This design comes from an exercise in tuning for small area and a short achievable clock period on the open sky130 flow, not from production work.
RTL that was checked went through simulation tests only; none was proved equivalent to the original.

== P ==
==> flow/design.v (excerpt) <==
module FP_ALU_SYN (
    output reg [31:0] out,
    output reg under_overflow,
    output zero,
    input  [31:0] para1,
    input  [31:0] para2,
    input  [1:0]  ALU_op,
    input  clk
);
Size: ~3100 cells after synthesis, roughly 28000 um2 of cells after synthesis.
Settings: LEC_CHECK=0, CAP_MARGIN=20, CORE_MARGIN=2, CORE_UTILIZATION=40, SLEW_MARGIN=20, SYNTH_HIERARCHICAL=1; clock period 16.0 ns.
standard.sh (not shown) runs the stock make flow with config.mk's settings and CLKGATE_MAP_FILE= SYNTH_SCRIPT=/design/flow/synth_recipe.tcl, a recipe that flattens the netlist after the stock synthesis.
==> flow/flow/run.sh <==
#!/bin/bash
# Standard synthesis and layout; the layout's timing repair is asked to keep a
# larger setup margin than the flow settings allow, so that it upsizes and
# buffers the long paths.  The clock period and constraints are the design's.
set -euo pipefail
bash standard.sh synth > synth.log 2>&1
bash standard.sh finish SETUP_SLACK_MARGIN=10.5 TNS_END_PERCENT=100 > layout.log 2>&1
Edits applied to the flow inputs when going from P to Q:
==> flow/run.sh (new file) <==
#!/bin/bash
# synth_recipe.tcl (not shown) runs the flow's synth.tcl, then flattens the netlist and writes it again
# the make line also repeats each setting of config.mk as NAME=value (left out here)
make -C /OpenROAD-flow-scripts/flow DESIGN_CONFIG=/design/flow/config.mk WORK_HOME=/design/flow/orfs CLKGATE_MAP_FILE= SYNTH_SCRIPT=/design/flow/synth_recipe.tcl finish
removed: flow/flow/run.sh
removed: flow/standard.sh
==> results.txt <==
From P to Q, horizontal extent of the die did not move at all. Synthesized cell count came out exactly the same in P and Q. Q reports a lower detail-routed net length per standard cell than P does. Summary — count of buffer and inverter cells on the critical path, Q relative to P: lower, by 3. P has a higher detailed route wirelength on metal2 than Q.

FP_ALU_SYN, a different RTL version from the one above (not shown whole).
Size: about 3400 cells after synthesis, about 100 I/O pins, roughly 30000 µm² of cells after synthesis.
==> flow/config.mk <==
export PLATFORM = sky130hd
export DESIGN_NAME = FP_ALU_SYN
export DESIGN_NICKNAME = FP_ALU_SYN
export VERILOG_FILES = /design/flow/design.v
export SDC_FILE = /design/flow/constraint.sdc
export NUM_CORES = 4
export LEC_CHECK = 0
export CAP_MARGIN = 20
export CORE_MARGIN = 2
export CORE_UTILIZATION = 40
export SLEW_MARGIN = 20
export SYNTH_HIERARCHICAL = 1
==> flow/constraint.sdc <==
create_clock -name core_clock -period 16.0 [get_ports {clk}]
set_input_delay 3.2000 -clock core_clock [delete_from_list [all_inputs] [get_ports {clk}]]
set_output_delay 3.2000 -clock core_clock [all_outputs]
set_load 0.01 [all_outputs]
==> flow/flow/run.sh <==
#!/bin/bash
# Standard synthesis and layout; the layout's timing repair is asked to keep a
# larger setup margin than the flow settings allow, so that it upsizes and
# buffers the long paths.  The clock period and constraints are the design's.
set -euo pipefail
bash standard.sh synth > synth.log 2>&1
bash standard.sh finish SETUP_SLACK_MARGIN=10.5 TNS_END_PERCENT=100 > layout.log 2>&1
Then changed:
==> flow/run.sh (new file) <==
#!/bin/bash
# synth_recipe.tcl (not shown) runs the flow's synth.tcl, then flattens the netlist and writes it again
# the make line also repeats each setting of config.mk as NAME=value (left out here)
make -C /OpenROAD-flow-scripts/flow DESIGN_CONFIG=/design/flow/config.mk WORK_HOME=/design/flow/orfs CLKGATE_MAP_FILE= SYNTH_SCRIPT=/design/flow/synth_recipe.tcl finish
removed: flow/flow/run.sh
removed: flow/standard.sh
Global-route usage is lower by 2.6 points.
Sequential share of layout area climbs by 0.54 points.
Count of clock-buffer cells in the layout stays the same.
Wire length falls by roughly a tenth.
Via count fell by a few percent.
Utilization went down by 5.1 points.
Register-to-register slack loses 1600 ps.
Worst setup slack gets worse by 1600 ps.

FP_ALU_SYN, a different RTL version from the one above (not shown whole).
Size in the first run: about 3300 cells after synthesis, ~100 I/O pins, roughly 30000 µm² of cells after synthesis.
==> flow/config.mk <==
export PLATFORM = sky130hd
export DESIGN_NAME = FP_ALU_SYN
export DESIGN_NICKNAME = FP_ALU_SYN
export VERILOG_FILES = /design/flow/design.v
export SDC_FILE = /design/flow/constraint.sdc
export NUM_CORES = 4
export LEC_CHECK = 0
export CAP_MARGIN = 20
export CORE_MARGIN = 2
export CORE_UTILIZATION = 40
export SLEW_MARGIN = 20
export SYNTH_HIERARCHICAL = 1
==> flow/constraint.sdc <==
create_clock -name core_clock -period 16.0 [get_ports {clk}]
set_input_delay 3.2000 -clock core_clock [delete_from_list [all_inputs] [get_ports {clk}]]
set_output_delay 3.2000 -clock core_clock [all_outputs]
set_load 0.01 [all_outputs]
==> flow/flow/run.sh <==
#!/bin/bash
# Standard synthesis and layout, with two changes to how the layout is made
# (the clock period and constraints are the design's):
#  - every port still gets a buffer, but a buf_4 rather than the default
#    delay-type buffer;
#  - timing repair is asked to keep a larger setup margin than the flow
#    settings allow, so that it sizes and buffers the long paths.
set -euo pipefail
bash standard.sh synth > synth.log 2>&1
bash standard.sh finish SETUP_SLACK_MARGIN=10.0 TNS_END_PERCENT=100 \
    "BUFFER_PORTS_ARGS=-buffer_cell sky130_fd_sc_hd__buf_4" > layout.log 2>&1
Rerun with:
--- a/flow/flow/run.sh
+++ b/flow/flow/run.sh
@@ -10 +10 @@
-bash standard.sh finish SETUP_SLACK_MARGIN=10.0 TNS_END_PERCENT=100 \
+bash standard.sh finish SETUP_SLACK_MARGIN=10.5 TNS_END_PERCENT=100 \
- via count grows by 0.40%
- clock-buffer cell count decreases by 2
- core utilization rises by 1.5 points
- final area went up by 3.3%
- setup slack gets better by 190 ps
- routed wire length rises by 2.6%
- area after synthesis stays the same
- first-iteration DRC count climbs by 2.0%
No functional check of the RTL was part of any run of this note.

FP_ALU_SYN, a different RTL version from the one above (not shown whole).
Size in the first run: about 3100 cells after synthesis.
## FP_ALU_SYN
module FP_ALU_SYN (
    output [31:0] out,
    output under_overflow,
    output zero,
    input  [31:0] para1,
    input  [31:0] para2,
    input  [1:0]  ALU_op,
    input  clk
);
export LEC_CHECK = 0
export CAP_MARGIN = 20
export CORE_MARGIN = 2
export CORE_UTILIZATION = 40
export CTS_BUF_LIST = sky130_fd_sc_hd__clkbuf_4 sky130_fd_sc_hd__clkbuf_8
export SLEW_MARGIN = 20
export SYNTH_HIERARCHICAL = 1
create_clock -name core_clock -period 16.0 [get_ports {clk}]
==> flow/flow/run.sh <==
#!/bin/bash
# Standard synthesis and layout, with two changes to how the layout is made
# (the clock period and constraints are the design's):
#  - every port still gets a buffer, but a buf_4 rather than the default
#    delay-type buffer;
#  - timing repair is asked to keep a larger setup margin than the flow
#    settings allow, so that it sizes and buffers the long paths.
set -euo pipefail
bash standard.sh synth > synth.log 2>&1
bash standard.sh finish SETUP_SLACK_MARGIN=10.0 TNS_END_PERCENT=100 \
    "BUFFER_PORTS_ARGS=-buffer_cell sky130_fd_sc_hd__buf_4" > layout.log 2>&1
Edit:
--- a/flow/config.mk
+++ b/flow/config.mk
@@ -9,5 +9,4 @@
 export CORE_MARGIN = 2
 export CORE_UTILIZATION = 40
-export CTS_BUF_LIST = sky130_fd_sc_hd__clkbuf_4 sky130_fd_sc_hd__clkbuf_8
 export SLEW_MARGIN = 20
 export SYNTH_HIERARCHICAL = 1
What happened:
- synthesized area does not change
- global-route usage hardly moves
- cell area hardly moves
- synthesized cell count is unchanged
- non-clock buffer count shrinks by 15
- setup slack gains 31 ps
- count of clock-buffer cells in the layout does not change
- wire length falls by 0.43%

## tundra
Another version of the RTL of FP_ALU_SYN (not shown whole).
Size in the first run: ~3300 cells after synthesis, about 100 I/O pins.
export LEC_CHECK = 0
export CAP_MARGIN = 20
export CORE_MARGIN = 2
export CORE_UTILIZATION = 40
export SLEW_MARGIN = 20
export SYNTH_HIERARCHICAL = 1
create_clock -name core_clock -period 16.0 [get_ports {clk}]
run.sh (not shown) runs the stock make flow with config.mk's settings and CLKGATE_MAP_FILE= SYNTH_SCRIPT=/design/flow/synth_recipe.tcl, a recipe that flattens the netlist after the stock synthesis.
Stock flow here: none of the scripts above is used.
Input changes introduced in zinc (baseline for comparison: tundra):
==> flow/flow/run.sh (new file) <==
#!/bin/bash
# Standard synthesis and layout; the layout's timing repair is asked to keep a
# larger setup margin than the flow settings allow, so that it upsizes and
# buffers the long paths.  The clock period and constraints are the design's.
set -euo pipefail
bash standard.sh synth > synth.log 2>&1
bash standard.sh finish SETUP_SLACK_MARGIN=10.5 TNS_END_PERCENT=100 > layout.log 2>&1
==> flow/standard.sh (new file) <==
#!/bin/bash
# synth_recipe.tcl (not shown) runs the flow's synth.tcl, then flattens the netlist and writes it again
# the make line also repeats each setting of config.mk as NAME=value (left out here)
make -C /OpenROAD-flow-scripts/flow DESIGN_CONFIG=/design/flow/config.mk WORK_HOME=/design/flow/orfs CLKGATE_MAP_FILE= SYNTH_SCRIPT=/design/flow/synth_recipe.tcl "${@:-finish}"
removed: flow/run.sh
==> results.txt <==
Compared with tundra, zinc shows global-route usage higher by 4.7 points. Delta (zinc minus tundra): worst hold slack across all endpoints essentially unchanged; number of design-rule violations left by the first detailed-router iteration increased 599; final critical-path setup slack increased 2.22 ns; maximum number of pins on one net before global-route repair decreased 14%; tightest slew margin relative to the limit increased 3.7 points. Wire length: tundra and zinc compared, lower one is tundra. In zinc the sequential share of layout area turned out 1.1 points lower than in tundra. Count of TritonRoute iterations in the first routing pass in zinc vs tundra: down 1.

== green ==
FP_ALU_SYN, a different RTL version from the one above (not shown whole).
Size: roughly 3200 cells after synthesis, roughly 100 I/O pins, about 0.030 mm^2 of cells after synthesis.
==> flow/design.v (excerpt) <==
module FP_ALU_SYN (
    output [31:0] out,
    output under_overflow,
    output zero,
    input  [31:0] para1,
    input  [31:0] para2,
    input  [1:0]  ALU_op,
    input  clk
);
wire [31:0] p2_eff = {para2[31] ^ (ALU_op == 2'b01), para2[30:0]};
wire        keep   = para1[30:0] >= para2[30:0];
wire [7:0]  d12    = para1[30:23] - para2[30:23];
wire [7:0]  d21    = para2[30:23] - para1[30:23];
wire [7:0]  d      = keep ? d12 : d21;
wire [31:0] n2 = keep ? p2_eff : para1;
wire [24:0] bx = {1'b1, n2[22:0], 1'b0};
wire [11:0] one_n, two_n, neg_n;
genvar j;
generate for (j = 0; j < 12; j = j + 1) begin : booth
    assign one_n[j] = bx[2*j+1] ^ bx[2*j];
    assign two_n[j] = (bx[2*j+2] & ~bx[2*j+1] & ~bx[2*j]) | (~bx[2*j+2] & bx[2*j+1] & bx[2*j]);
    assign neg_n[j] = bx[2*j+2];
end endgenerate
reg [31:0] op1_ff, op2_ff;
reg [11:0] one_ff, two_ff;
reg [10:0] neg_ff;
reg [1:0]  ALU_op_ff;
reg [4:0]  d_ff;
reg        big_ff, dz_ff, d1_ff;
always @(posedge clk) begin
    op1_ff    <= keep ? para1  : p2_eff;
    op2_ff    <= n2;
    one_ff    <= one_n;
    two_ff    <= two_n;
    neg_ff    <= neg_n[10:0];
    ALU_op_ff <= ALU_op;
    d_ff      <= d[4:0];
    big_ff    <= d > 8'd24;
    dz_ff     <= d == 8'd0;
    d1_ff     <= d == 8'd1;
end
wire [31:0] add_result;
  ...
export LEC_CHECK = 0
export CAP_MARGIN = 20
export CORE_MARGIN = 2
export CORE_UTILIZATION = 40
export SLEW_MARGIN = 20
export SYNTH_HIERARCHICAL = 1
create_clock -name core_clock -period 16.0 [get_ports {clk}]
standard.sh (not shown) runs the stock make flow with config.mk's settings and CLKGATE_MAP_FILE= SYNTH_SCRIPT=/design/flow/synth_recipe.tcl, a recipe that flattens the netlist after the stock synthesis.
==> flow/flow/run.sh <==
#!/bin/bash
# Standard synthesis and layout, with two changes to how the layout is made
# (the clock period and constraints are the design's):
#  - every port still gets a buffer, but a buf_4 rather than the default
#    delay-type buffer;
#  - timing repair is asked to keep a larger setup margin than the flow
#    settings allow, so that it sizes and buffers the long paths.
set -euo pipefail
bash standard.sh synth > synth.log 2>&1
bash standard.sh finish SETUP_SLACK_MARGIN=10.0 TNS_END_PERCENT=100 \
    "BUFFER_PORTS_ARGS=-buffer_cell sky130_fd_sc_hd__buf_4" > layout.log 2>&1
Edits applied to the flow inputs when going from green to purple:
--- a/flow/flow/run.sh
+++ b/flow/flow/run.sh
@@ -10 +10 @@
-bash standard.sh finish SETUP_SLACK_MARGIN=10.0 TNS_END_PERCENT=100 \
+bash standard.sh finish SETUP_SLACK_MARGIN=10.5 TNS_END_PERCENT=100 \
Findings:
Relative to green, count of clock buffers in the final design decreased by 1 in purple.
Delta (purple minus green): routed wirelength normalized by instance count higher, remaining max-slew budget at the tightest pin went up 14 points.
Function was not checked in any run of this note: the RTL went through the layout flow alone.

Another version of the RTL of FP_ALU_SYN (not shown whole).
For scale: ~3200 cells after synthesis, about 0.031 sq mm of cells after synthesis.
Design FP_ALU_SYN, start of the top module:
module FP_ALU_SYN (
    output [31:0] out,
    output under_overflow,
    output zero,
    input  [31:0] para1,
    input  [31:0] para2,
    input  [1:0]  ALU_op,
    input  clk
);
Settings: LEC_CHECK=0, CAP_MARGIN=20, CORE_MARGIN=2, CORE_UTILIZATION=40, SLEW_MARGIN=20, SYNTH_HIERARCHICAL=1; clock period 16.0 ns.
==> flow/flow/run.sh <==
#!/bin/bash
# Standard synthesis and layout; the layout's timing repair is asked to keep a
# larger setup margin than the flow settings allow, so that it upsizes and
# buffers the long paths.  The clock period and constraints are the design's.
set -euo pipefail
bash standard.sh synth > synth.log 2>&1
bash standard.sh finish SETUP_SLACK_MARGIN=10.5 TNS_END_PERCENT=100 > layout.log 2>&1
The starting point passed the timing, design-rule and antenna checks.
Change:
--- a/flow/flow/run.sh
+++ b/flow/flow/run.sh
@@ -5,3 +5,3 @@
 set -euo pipefail
 bash standard.sh synth > synth.log 2>&1
-bash standard.sh finish SETUP_SLACK_MARGIN=10.5 TNS_END_PERCENT=100 > layout.log 2>&1
+bash standard.sh finish SETUP_SLACK_MARGIN=9.0 TNS_END_PERCENT=100 > layout.log 2>&1
=>
- count of clock-buffer cells in the layout is lower by 1
- final area falls by 15%
- final cell count decreases by 6.8%
- utilization falls by 7.8 points
No functional check of the RTL was part of any run of this note.

-- afterwards: timing with drivers on the ports --
No port has a modelled driver above. Below, the same layouts with a new extraction and two added sets of constraints.
Step 1 assumes that a clkbuf_16 drives the clock port and a buf_2 every other input.
Step 2, shift: input delay + t, output delay - t, t = (earliest + latest rising clock arrival at the registers) / 2. This alone moves slack from input paths to output paths.
Three values: no drivers, after step 1, after step 2; two values: the first two.
run	shift t [ns]	setup slack, ns	worst setup path at the end	slew at the worst register clock pin (ns)
P	0.403	7.624 / 7.624 / 7.624	register to register	0.08 / 0.08
Q	0.418	5.449 / 5.449 / 5.449	register to register	0.08 / 0.08
the first run of note 2	0.425	8.241 / 8.241 / 8.241	register to register	0.08 / 0.08
the second run of note 2	0.422	6.609 / 6.609 / 6.609	register to register	0.10 / 0.10
the first run of note 3	0.564	10.082 / 10.023 / 9.624	input to register	0.09 / 0.09
the second run of note 3	0.557	10.268 / 10.206 / 10.139	input to register	0.08 / 0.08
the first run of note 4	0.600	10.130 / 10.082 / 9.677	input to register	0.11 / 0.11
the second run of note 4	0.542	10.161 / 10.153 / 9.716	input to register	0.07 / 0.07
tundra	0.497	7.068 / 7.068 / 7.068	register to register	0.07 / 0.07
zinc	0.512	9.286 / 9.286 / 9.286	register to register	0.07 / 0.07
green	0.538	10.013 / 9.957 / 9.681	input to register	0.08 / 0.08
purple	0.521	10.167 / 10.114 / 10.072	input to register	0.08 / 0.08
the first run of note 7	0.508	9.727 / 9.727 / 9.727	register to register	0.08 / 0.08
the second run of note 7	0.516	9.169 / 9.201 / 8.686	input to register	0.08 / 0.08
After both steps setup and hold are still met in every run listed. For the second run of note 7, which loses most, drivers alone change the setup slack by +0.032 ns; drivers and shift together by -0.483 ns.
